Source: an optimization exercise on an open RTL-to-GDS flow (aim: small area and a short achievable clock period). Production flows keep margins and buffers that such runs may drop.
In this exercise RTL edits were held to simulation tests only and were not proved equivalent to the original.
No activity file was given, so power comes from the tool's default toggle rates.

== exp/delta ==
// arm_exe
module arm_exe (
    input             clk,
    input             rst,
    input      [31:0] PC,
    input             MEM_R_EN,
    input             MEM_W_EN,
    input      [3:0]  EXE_CMD,
    input             I,
    input      [31:0] Val_RN,
    input      [31:0] Val_RM,
    input      [11:0] imm,
    input      [11:0] shift_operand,
    input      [23:0] signed_immed_24,
    input      [3:0]  status,
    output reg [31:0] BranchAddr,
    output reg [3:0]  status_out,
    output reg [31:0] ALU_out
);
For scale: roughly 1400 cells after synthesis, about 67 flip-flops, ~9100 sq um of cells after synthesis.
Settings: LEC_CHECK=0, ABC_AREA=1, CAP_MARGIN=20, CORE_MARGIN=2, CORE_UTILIZATION=40, CTS_BUF_LIST=sky130_fd_sc_hd__clkbuf_4 sky130_fd_sc_hd__clkbuf_8, PLACE_DENSITY=0.6, SETUP_SLACK_MARGIN=3.6, SLEW_MARGIN=20; clock period 10.0 ns.
standard.sh (not shown) runs the stock make flow with config.mk's settings and CLKGATE_MAP_FILE= SYNTH_SCRIPT=/design/flow/synth_recipe.tcl, a recipe that flattens the netlist after the stock synthesis.
==> flow/flow/run.sh <==
#!/bin/bash
# Own layout flow: the standard ORFS flow (standard.sh) with two changes:
#  - synthesis maps with the ABC script in flow/abc.script (an area-oriented
#    mapping; OpenROAD's repair steps buffer and size the netlist later),
#  - the port buffers that global placement inserts are buf_1 cells.
# Everything else (synthesis script, floorplan, power grid, tap cells,
# placement, CTS, routing) is the standard flow. Each tool's output goes
# to the ORFS logs under orfs/logs; make's own output to flow_make.log.
set -euo pipefail
W=$(pwd)
rm -rf "$W/own_scripts"
cp -r "$FLOW_HOME/scripts" "$W/own_scripts"
cp "$W/flow/abc.script" "$W/own_scripts/abc_area.script"
export SCRIPTS_DIR="$W/own_scripts"
export BUFFER_PORTS_ARGS="-buffer_cell sky130_fd_sc_hd__buf_1"
bash "$W/standard.sh" > "$W/flow_make.log" 2>&1
==> flow/flow/abc.script <==
strash
dch
map -D 3000
buffer -c
upsize -c
dnsize -c
The inputs of exp/pepper differ from those of exp/delta as listed below.
# exp/delta
export LEC_CHECK = 0
export ABC_AREA = 1
export CAP_MARGIN = 20
export CORE_MARGIN = 2
export CORE_UTILIZATION = 40
export CTS_BUF_LIST = sky130_fd_sc_hd__clkbuf_4 sky130_fd_sc_hd__clkbuf_8
export PLACE_DENSITY = 0.6
export SETUP_SLACK_MARGIN = 3.6
export SLEW_MARGIN = 20
create_clock -name core_clock -period 10.0 [get_ports {clk}]
# exp/pepper
export LEC_CHECK = 0
export ABC_AREA = 1
export CAP_MARGIN = 20
export CORE_MARGIN = 2
export CORE_UTILIZATION = 50
export PLACE_DENSITY = 0.7
export SETUP_SLACK_MARGIN = 3.8
export SLEW_MARGIN = 20
create_clock -name core_clock -period 10.0 [get_ports {clk}]
==> flow/flow/run.sh <==
#!/bin/bash
# Own layout flow: the standard ORFS flow (standard.sh) with these changes:
#  - synthesis maps with the ABC script in flow/abc.script (map with a
#    3.5 ns delay target and area recovery, in place of ORFS's own scripts),
#  - the port buffers that global placement inserts are buf_1 cells,
#  - clock tree synthesis uses small buffers and no dummy loads.
# Everything else (synthesis script, floorplan, power grid, tap cells,
# placement, CTS, routing) is the standard flow. Each tool's output goes
# to the ORFS logs under orfs/logs; make's own output to flow_make.log.
set -euo pipefail
W=$(pwd)
rm -rf "$W/own_scripts"
cp -r "$FLOW_HOME/scripts" "$W/own_scripts"
cp "$W/flow/abc.script" "$W/own_scripts/abc_area.script"
export SCRIPTS_DIR="$W/own_scripts"
export BUFFER_PORTS_ARGS="-buffer_cell sky130_fd_sc_hd__buf_1"
# clock tree of clkbuf_4 and clkbuf_8 cells, and
# no dummy loads
export CTS_ARGS="-sink_clustering_enable -repair_clock_nets -buf_list \"sky130_fd_sc_hd__clkbuf_4 sky130_fd_sc_hd__clkbuf_8\" -dont_use_dummy_load"
bash "$W/standard.sh" > "$W/flow_make.log" 2>&1
==> flow/flow/abc.script <==
strash
dch -f
map -D 3500
buffer -c
upsize -c
dnsize -c
--- outcome ---
In the tables for exp/pepper and exp/delta, worst setup margin reads lower with exp/delta.
Against exp/delta, exp/pepper comes in 66 ps higher on worst setup slack after placement.
Diff exp/delta -> exp/pepper: area after synthesis stayed essentially flat; placeable core region shrank by 4600 sq um; synthesized area divided by synthesized cell count dropped 0.77%.
For the placed standard-cell area, exp/pepper came in 0.45% lower than exp/delta did.
## Diff of input files: exp/onyx against exp/pepper
==> flow/flow/abc.script <==
strash
dch
map -D 3750
buffer -c
upsize -c
dnsize -c
[summary]
Comparing exp/pepper and exp/onyx, first-pass GRT wire length is higher on exp/onyx.
In the flow results for exp/pepper and exp/onyx, the worst setup slack is smaller on exp/onyx.
Against exp/pepper as the reference, exp/onyx delivers a higher layout overhead on the synthesized area.
exp/onyx falls short of exp/pepper in fmax.
Here is what was changed in the inputs of exp/xenon compared with exp/onyx.
# exp/onyx
export LEC_CHECK = 0
export ABC_AREA = 1
export CAP_MARGIN = 20
export CORE_MARGIN = 2
export CORE_UTILIZATION = 50
export PLACE_DENSITY = 0.7
export SETUP_SLACK_MARGIN = 3.8
export SLEW_MARGIN = 20
create_clock -name core_clock -period 10.0 [get_ports {clk}]
# exp/xenon
export LEC_CHECK = 0
export ABC_AREA = 1
export CAP_MARGIN = 20
export CORE_MARGIN = 2
export CORE_UTILIZATION = 40
export PLACE_DENSITY = 0.6
export SETUP_SLACK_MARGIN = 3.6
export SLEW_MARGIN = 20
create_clock -name core_clock -period 10.0 [get_ports {clk}]
==> flow/flow/run.sh <==
#!/bin/bash
# Own layout flow: the standard ORFS flow (standard.sh) with these changes:
#  - synthesis maps with the ABC script in flow/abc.script (an area-oriented
#    mapping; OpenROAD's repair steps buffer and size the netlist later),
#  - the port buffers that global placement inserts are buf_1 cells,
#  - clock tree synthesis uses small buffers and no dummy loads.
# Everything else (synthesis script, floorplan, power grid, tap cells,
# placement, CTS, routing) is the standard flow. Each tool's output goes
# to the ORFS logs under orfs/logs; make's own output to flow_make.log.
set -euo pipefail
W=$(pwd)
rm -rf "$W/own_scripts"
cp -r "$FLOW_HOME/scripts" "$W/own_scripts"
cp "$W/flow/abc.script" "$W/own_scripts/abc_area.script"
export SCRIPTS_DIR="$W/own_scripts"
export BUFFER_PORTS_ARGS="-buffer_cell sky130_fd_sc_hd__buf_1"
# clock tree of clkbuf_4 cells, at most 10 flip-flops per leaf buffer, and
# no dummy loads
export CTS_ARGS="-sink_clustering_enable -repair_clock_nets -sink_clustering_size 10 -buf_list sky130_fd_sc_hd__clkbuf_4 -dont_use_dummy_load"
bash "$W/standard.sh" > "$W/flow_make.log" 2>&1
==> flow/flow/abc.script <==
strash
dch
map -D 4000
buffer -c
upsize -c
dnsize -c
--- outcome ---
Highest ir drop seen on vdd: exp/xenon < exp/onyx
Sequential cell area share ended up 0.30 points higher on exp/xenon than on exp/onyx.
Diff exp/onyx -> exp/xenon | area after synthesis | up slightly

---

arm_exe, a different RTL version from the one above (not shown whole).
Size: about 1500 cells after synthesis, roughly 67 flip-flops, about 230 I/O pins, about 8900 um2 of cells after synthesis.
export LEC_CHECK = 0
export ABC_AREA = 1
export CAP_MARGIN = 20
export CORE_MARGIN = 2
export CORE_UTILIZATION = 40
export CTS_BUF_LIST = sky130_fd_sc_hd__clkbuf_4 sky130_fd_sc_hd__clkbuf_8
export PLACE_DENSITY = 0.6
export SETUP_SLACK_MARGIN = 3
export SLEW_MARGIN = 20
create_clock -name core_clock -period 10.0 [get_ports {clk}]
==> flow/flow/run.sh <==
#!/bin/bash
# Own layout flow: the standard ORFS flow (standard.sh) with two changes:
#  - synthesis maps with the ABC script in flow/abc.script (an area-oriented
#    mapping; OpenROAD's repair steps buffer and size the netlist later),
#  - the port buffers that global placement inserts are buf_1 cells.
# Everything else (synthesis script, floorplan, power grid, tap cells,
# placement, CTS, routing) is the standard flow. Each tool's output goes
# to the ORFS logs under orfs/logs; make's own output to flow_make.log.
set -euo pipefail
W=$(pwd)
rm -rf "$W/own_scripts"
cp -r "$FLOW_HOME/scripts" "$W/own_scripts"
cp "$W/flow/abc.script" "$W/own_scripts/abc_area.script"
export SCRIPTS_DIR="$W/own_scripts"
export BUFFER_PORTS_ARGS="-buffer_cell sky130_fd_sc_hd__buf_1"
bash "$W/standard.sh" > "$W/flow_make.log" 2>&1
==> flow/flow/abc.script <==
strash
dch
map -D 4000
buffer -c
upsize -c
dnsize -c
The first run went through all stages and came out clean.
Change:
Settings changed: SETUP_SLACK_MARGIN 3 to 3.6.
What happened: The changed run ran to the end with no violations; synthesized cell count does not change; final area came out higher by a few percent; via count came out higher slightly.

---

RTL: one of the versions met above, not the one the previous note started from.
Size: about 1,400 cells after synthesis, about 67 flip-flops, roughly 8900 um2 of cells after synthesis.
export LEC_CHECK = 0
export ABC_AREA = 1
export CAP_MARGIN = 20
export CORE_MARGIN = 2
export CORE_UTILIZATION = 40
export CTS_BUF_LIST = sky130_fd_sc_hd__clkbuf_4
export CTS_CLUSTER_SIZE = 25
export PLACE_DENSITY = 0.6
export SETUP_SLACK_MARGIN = 3.6
export SLEW_MARGIN = 20
create_clock -name core_clock -period 10.0 [get_ports {clk}]
Scripts as last shown in full above: flow/flow/run.sh, flow/flow/abc.script
The baseline passed the timing, design-rule and antenna checks.
==> next run, changes <==
==> flow/flow/run.sh (replaced) <==
#!/bin/bash
# Own layout flow: the standard ORFS flow (standard.sh) with these changes:
#  - synthesis maps with the ABC script in flow/abc.script (map with a
#    3.5 ns delay target and area recovery, in place of ORFS's own scripts),
#  - the port buffers that global placement inserts are buf_1 cells,
#  - clock tree synthesis uses small buffers and no dummy loads.
# Everything else (synthesis script, floorplan, power grid, tap cells,
# placement, CTS, routing) is the standard flow. Each tool's output goes
# to the ORFS logs under orfs/logs; make's own output to flow_make.log.
set -euo pipefail
W=$(pwd)
rm -rf "$W/own_scripts"
cp -r "$FLOW_HOME/scripts" "$W/own_scripts"
cp "$W/flow/abc.script" "$W/own_scripts/abc_area.script"
export SCRIPTS_DIR="$W/own_scripts"
export BUFFER_PORTS_ARGS="-buffer_cell sky130_fd_sc_hd__buf_1"
# clock tree of clkbuf_4 and clkbuf_8 cells, and
# no dummy loads
export CTS_ARGS="-sink_clustering_enable -repair_clock_nets -buf_list \"sky130_fd_sc_hd__clkbuf_4 sky130_fd_sc_hd__clkbuf_8\" -dont_use_dummy_load"
bash "$W/standard.sh" > "$W/flow_make.log" 2>&1
==> flow/flow/abc.script (replaced) <==
strash
dch
map -D 3500
buffer -c
upsize -c
dnsize -c
CORE_UTILIZATION = 50   (was 40)
CTS_BUF_LIST = default   (was sky130_fd_sc_hd__clkbuf_4)
CTS_CLUSTER_SIZE = default   (was 25)
PLACE_DENSITY = 0.7   (was 0.6)
After rerunning:
- The new run completed with no timing, DRC or antenna violations
- routed wire length went down by 2.9%
- setup slack gains 0.092 ns
- synthesized cell count is about the same
- first-iteration DRC count went down by 13%
- clock-buffer cell count stays the same
- power went down by 4.7%
- sequential cell count stays the same
- non-clock buffer count went up by 5

---

## v28
arm_exe with an RTL version that a note above also has.
For scale: ~1100 cells after synthesis, ~9300 sq um of cells after synthesis.
// arm_exe
module arm_exe (
    input             clk,
    input             rst,
    input      [31:0] PC,
    input             MEM_R_EN,
    input             MEM_W_EN,
    input      [3:0]  EXE_CMD,
    input             I,
    input      [31:0] Val_RN,
    input      [31:0] Val_RM,
    input      [11:0] imm,
    input      [11:0] shift_operand,
    input      [23:0] signed_immed_24,
    input      [3:0]  status,
    output reg [31:0] BranchAddr,
    output reg [3:0]  status_out,
    output reg [31:0] ALU_out
);
clock: 10.0 ns
lec_check: 0
abc_area: 1
cap_margin: 20
core_margin: 2
core_utilization: 40
cts_buf_list: sky130_fd_sc_hd__clkbuf_4 sky130_fd_sc_hd__clkbuf_8
place_density: 0.6
setup_slack_margin: 3
slew_margin: 20
==> flow/flow/run.sh <==
#!/bin/bash
# Own layout flow: the standard ORFS flow (standard.sh) with two changes:
#  - synthesis maps with the ABC script in flow/abc.script (an area-oriented
#    mapping; OpenROAD's repair steps buffer and size the netlist later),
#  - the port buffers that global placement inserts are buf_1 cells.
# Everything else (synthesis script, floorplan, power grid, tap cells,
# placement, CTS, routing) is the standard flow. Each tool's output goes
# to the ORFS logs under orfs/logs; make's own output to flow_make.log.
set -euo pipefail
W=$(pwd)
rm -rf "$W/own_scripts"
cp -r "$FLOW_HOME/scripts" "$W/own_scripts"
cp "$W/flow/abc.script" "$W/own_scripts/abc_area.script"
export SCRIPTS_DIR="$W/own_scripts"
export BUFFER_PORTS_ARGS="-buffer_cell sky130_fd_sc_hd__buf_1"
bash "$W/standard.sh" > "$W/flow_make.log" 2>&1
==> flow/flow/abc.script <==
strash
&get -n
&dch -f
&nf
&put
buffer -c
upsize -c
dnsize -c
Looking at the reports, v28 completed the entire flow and the layout it produced met the timing, design-rule and antenna checks.
Edits applied to the flow inputs when going from v28 to v11:
Settings: SETUP_SLACK_MARGIN: 3 -> 4.2.
==> flow/flow/abc.script <==
strash
dch
map -D 4000
buffer -c
upsize -c
dnsize -c
### Flow results
v11 | stages: all done | timing, DRC, antenna: all pass. v28 → v11: post-cts gate resize count increased 44, share of flip-flops with an asynchronous set or reset after synthesis essentially unchanged, number of cells produced by synthesis increased by about 37% relative to the old numbers, proportion of power drawn by the clock network shrank by 0.8 points, wire length +16%. Note that the per-instance average area after synthesis recorded for v11 amounts to 0.70 times the value seen in v28. In the flow results for v11 and v28, the clock power is larger on v11. v11 vs. v28: global-route wire length before repair climbed about 13%; critical path depth went up 11; total power of the final layout now sits higher; synthesized netlist net count up 31%.
The following lists how v2 was set up differently from v11:
Settings: SETUP_SLACK_MARGIN changed from 4.2 to 3.
==> flow/flow/abc.script <==
strash
dch
map -D 3000
buffer -c
upsize -c
dnsize -c
### Flow results
In summary, v2 completed successfully, with a layout that passed the timing, design-rule and antenna checks. v2 against v11: number of buffers added for setup after CTS now smaller; hold slack has decreased; H-tree depth level. The met1 track demand over resource number comes out higher for v11 vs v2. Routed wire length (higher): v11. Taking v11 as the reference, in v2 non-clock inverter instance count of the final layout lost 4; met3 layer usage reported by global route ~0 delta; final cell count fell by 5.5%; growth of design area from synthesis to finish dropped 18 points.

---

## P
RTL: one of the versions met above, not the one the previous note started from.
Size in the first run: roughly 1400 cells after synthesis.
Design arm_exe, start of the top module:
module arm_exe (
    input             clk,
    input             rst,
    input      [31:0] PC,
    input             MEM_R_EN,
    input             MEM_W_EN,
    input      [3:0]  EXE_CMD,
    input             I,
    input      [31:0] Val_RN,
    input      [31:0] Val_RM,
    input      [11:0] imm,
    input      [11:0] shift_operand,
    input      [23:0] signed_immed_24,
    input      [3:0]  status,
    output reg [31:0] BranchAddr,
    output reg [3:0]  status_out,
    output reg [31:0] ALU_out
);
Settings: LEC_CHECK=0, ABC_AREA=1, CAP_MARGIN=20, CORE_MARGIN=2, CORE_UTILIZATION=40, PLACE_DENSITY=0.6, SETUP_SLACK_MARGIN=4.0, SLEW_MARGIN=20; clock period 10.0 ns.
==> flow/flow/run.sh <==
#!/bin/bash
# Own layout flow: the standard ORFS flow (standard.sh) with these changes:
#  - synthesis maps with the ABC script in flow/abc.script (map with a
#    3.5 ns delay target and area recovery, in place of ORFS's own scripts),
#  - the port buffers that global placement inserts are buf_1 cells,
#  - clock tree synthesis uses small buffers and no dummy loads.
# Everything else (synthesis script, floorplan, power grid, tap cells,
# placement, CTS, routing) is the standard flow. Each tool's output goes
# to the ORFS logs under orfs/logs; make's own output to flow_make.log.
set -euo pipefail
W=$(pwd)
rm -rf "$W/own_scripts"
cp -r "$FLOW_HOME/scripts" "$W/own_scripts"
cp "$W/flow/abc.script" "$W/own_scripts/abc_area.script"
export SCRIPTS_DIR="$W/own_scripts"
export BUFFER_PORTS_ARGS="-buffer_cell sky130_fd_sc_hd__buf_1"
# clock tree of clkbuf_4 and clkbuf_8 cells, and
# no dummy loads
export CTS_ARGS="-sink_clustering_enable -repair_clock_nets -buf_list \"sky130_fd_sc_hd__clkbuf_4 sky130_fd_sc_hd__clkbuf_8\" -dont_use_dummy_load"
bash "$W/standard.sh" > "$W/flow_make.log" 2>&1
==> flow/flow/abc.script <==
strash
dch
map -D 3500
buffer -c
upsize -c
dnsize -c
The following lists how Q was set up differently from P:
- SETUP_SLACK_MARGIN now 3.9, was 4.0
- CORE_UTILIZATION now 50, was 40
- PLACE_DENSITY now 0.7, was 0.6
## What came out
Q was carried through to the last stage, and its layout satisfied the timing, design-rule and antenna checks.
Min combinational share of power across P and Q: Q
The global-route usage reported for Q is greater than that of P by 4.6 points.
The multi-input combinational cell area of Q falls short of that of P by 41 µm².
What R does differently from Q at the input level:
- SETUP_SLACK_MARGIN now 3.6, was 3.9
- PLACE_DENSITY now 0.6, was 0.7
- GPL_TIMING_DRIVEN now 0, previously not set
- CORE_UTILIZATION now 40, was 50
-- flow/flow/run.sh --
<<< Q, line 1
#!/bin/bash
# Own layout flow: the standard ORFS flow (standard.sh) with these changes:
#  - synthesis maps with the ABC script in flow/abc.script (map with a
#    3.5 ns delay target and area recovery, in place of ORFS's own scripts),
#  - the port buffers that global placement inserts are buf_1 cells,
#  - clock tree synthesis uses small buffers and no dummy loads.
>>> R, line 1
#!/bin/bash
# Own layout flow: the standard ORFS flow (standard.sh) with these changes:
#  - synthesis maps with the ABC script in flow/abc.script (an area-oriented
#    mapping; OpenROAD's repair steps buffer and size the netlist later),
#  - the port buffers that global placement inserts are buf_1 cells,
#  - clock tree synthesis uses small buffers and no dummy loads.
==> flow/flow/abc.script <==
strash
dch
map -D 4000
buffer -c
upsize -c
dnsize -c
Results
Result: PASS for each of Q and R
A launch point of the critical path of EXE_CMD[3] is what Q shows, while MEM_W_EN belongs to R.
From Q to R the numbers moved as follows: required time of the critical path lower; final critical-path setup slack lower; synthesized instance count roughly the same; non-clock buffering overhead in the final layout higher.
Looking at type of the worst min-delay path, the input pin to flip-flop result is from Q; the input pin to async pin one comes from R.
The higher logic depth of the worst setup path including buffers came out of R.
Changes in S relative to R:
- GPL_TIMING_DRIVEN removed (was 0)
- CTS_BUF_LIST newly set to sky130_fd_sc_hd__clkbuf_4 sky130_fd_sc_hd__clkbuf_8
==> flow/flow/run.sh <==
#!/bin/bash
# Own layout flow: the standard ORFS flow (standard.sh) with two changes:
#  - synthesis maps with the ABC script in flow/abc.script (an area-oriented
#    mapping; OpenROAD's repair steps buffer and size the netlist later),
#  - the port buffers that global placement inserts are buf_1 cells.
# Everything else (synthesis script, floorplan, power grid, tap cells,
# placement, CTS, routing) is the standard flow. Each tool's output goes
# to the ORFS logs under orfs/logs; make's own output to flow_make.log.
set -euo pipefail
W=$(pwd)
rm -rf "$W/own_scripts"
cp -r "$FLOW_HOME/scripts" "$W/own_scripts"
cp "$W/flow/abc.script" "$W/own_scripts/abc_area.script"
export SCRIPTS_DIR="$W/own_scripts"
export BUFFER_PORTS_ARGS="-buffer_cell sky130_fd_sc_hd__buf_1"
bash "$W/standard.sh" > "$W/flow_make.log" 2>&1
[summary]
R did not stop at any stage, and its layout met the timing, design-rule and antenna checks. Every stage of the flow completed for S, and the final layout passed the timing, design-rule and antenna checks. Changes observed in S relative to R: power grew by 0.000085 W; cell area power density grew by about 7%; cell-internal power grew by 0.000087 W. In the reports for R and S, the smaller final cell count belongs to S. Delta(setup slack, S - R) < 0. Going from R to S, clock group total power grew by more than half. Higher first-pass iteration count of the detailed router was reported by S, not R. The cell area of R and that of S are within noise of each other. S vs R on multi-input combinational area share: S is the higher one. S vs R, highest-delay cell along the critical path: sky130_fd_sc_hd__o21ai_2 vs sky130_fd_sc_hd__buf_2. Between R and S, the placed cell area is lower for S. Sort R and S by cell count along the critical path asc -> top: R.
Inputs modified between S and T:
- changing CORE_UTILIZATION from 40 to 50
- removing CTS_BUF_LIST (formerly sky130_fd_sc_hd__clkbuf_4 sky130_fd_sc_hd__clkbuf_8)
- changing PLACE_DENSITY from 0.6 to 0.7
- changing SETUP_SLACK_MARGIN from 3.6 to 3.8
- setting TNS_END_PERCENT to 10 for the first time
==> flow/flow/run.sh <==
#!/bin/bash
# Own layout flow: the standard ORFS flow (standard.sh) with these changes:
#  - synthesis maps with the ABC script in flow/abc.script (map with a
#    3.5 ns delay target and area recovery, in place of ORFS's own scripts),
#  - the port buffers that global placement inserts are buf_1 cells,
#  - clock tree synthesis uses small buffers and no dummy loads.
# Everything else (synthesis script, floorplan, power grid, tap cells,
# placement, CTS, routing) is the standard flow. Each tool's output goes
# to the ORFS logs under orfs/logs; make's own output to flow_make.log.
set -euo pipefail
W=$(pwd)
rm -rf "$W/own_scripts"
cp -r "$FLOW_HOME/scripts" "$W/own_scripts"
cp "$W/flow/abc.script" "$W/own_scripts/abc_area.script"
export SCRIPTS_DIR="$W/own_scripts"
export BUFFER_PORTS_ARGS="-buffer_cell sky130_fd_sc_hd__buf_1"
# clock tree of clkbuf_4 and clkbuf_8 cells, and
# no dummy loads
export CTS_ARGS="-sink_clustering_enable -repair_clock_nets -buf_list \"sky130_fd_sc_hd__clkbuf_4 sky130_fd_sc_hd__clkbuf_8\" -dont_use_dummy_load"
bash "$W/standard.sh" > "$W/flow_make.log" 2>&1
==> flow/flow/abc.script <==
strash
dch
map -D 3500
buffer -c
upsize -c
dnsize -c
Findings:
A beginning of the critical path of shift_operand[6] is what T shows, while shift_operand[5] belongs to S. T: final area lower than S. Compared to S, T has fraction of layout cells with a size suffix above 1 0.24 points higher. Per the final summary, T finished and its layout is clean on timing, DRC and antenna. T vs. S: compound-cell area share of the yosys netlist roughly the same, setup slack moved up, layout clock buffer count decreased 1.

==> re-timing with driven ports <==
The flow's constraints put no driver on any port. The routed layouts listed below were extracted and timed again, unchanged, in two steps. Step 1 sets driving cells, clkbuf_16 on the clock port and buf_2 on the other inputs (assumed; they add their load-dependent delay and slew). Step 2 adds t to the input delays and takes it off the output delays; t is the mean of the earliest and latest rising clock arrival at the registers after step 1. Input paths then give back, and output paths get back, about the clock's delay inside the block. Three values: ideal, step 1, step 2; two values: the first two.
run	shift t [ns]	setup WS [ns]	latest minus earliest clock arrival (ns)	cell pins on the clock port's net
exp/delta	0.393	3.925 / 3.941 / 3.548	0.016 / 0.016	1
exp/pepper	0.401	4.084 / 4.102 / 3.701	0.028 / 0.029	1
exp/onyx	0.385	4.040 / 4.051 / 3.667	0.017 / 0.017	1
exp/xenon	0.473	3.895 / 3.916 / 3.443	0.030 / 0.030	1
the first run of note 2	0.386	3.547 / 3.563 / 3.178	0.021 / 0.021	1
the second run of note 2	0.386	3.935 / 3.953 / 3.567	0.020 / 0.020	1
the first run of note 3	0.485	3.858 / 3.878 / 3.393	0.010 / 0.010	1
the second run of note 3	0.403	3.949 / 3.962 / 3.559	0.038 / 0.038	1
v28	0.393	3.176 / 3.195 / 2.803	0.009 / 0.009	1
v11	0.389	4.204 / 4.224 / 3.835	0.021 / 0.022	1
v2	0.415	3.487 / 3.511 / 3.096	0.018 / 0.018	1
P	0.399	4.246 / 4.241 / 3.842	0.033 / 0.034	1
Q	0.404	4.067 / 4.078 / 3.674	0.037 / 0.037	1
R	0.400	3.956 / 3.974 / 3.574	0.019 / 0.020	1
S	0.399	3.837 / 3.856 / 3.457	0.010 / 0.010	1
T	0.404	4.092 / 4.104 / 3.700	0.038 / 0.037	1
After both steps setup and hold are still met in every run listed. For the first run of note 3, which loses most, drivers alone change the setup slack by +0.020 ns; drivers and shift together by -0.465 ns.
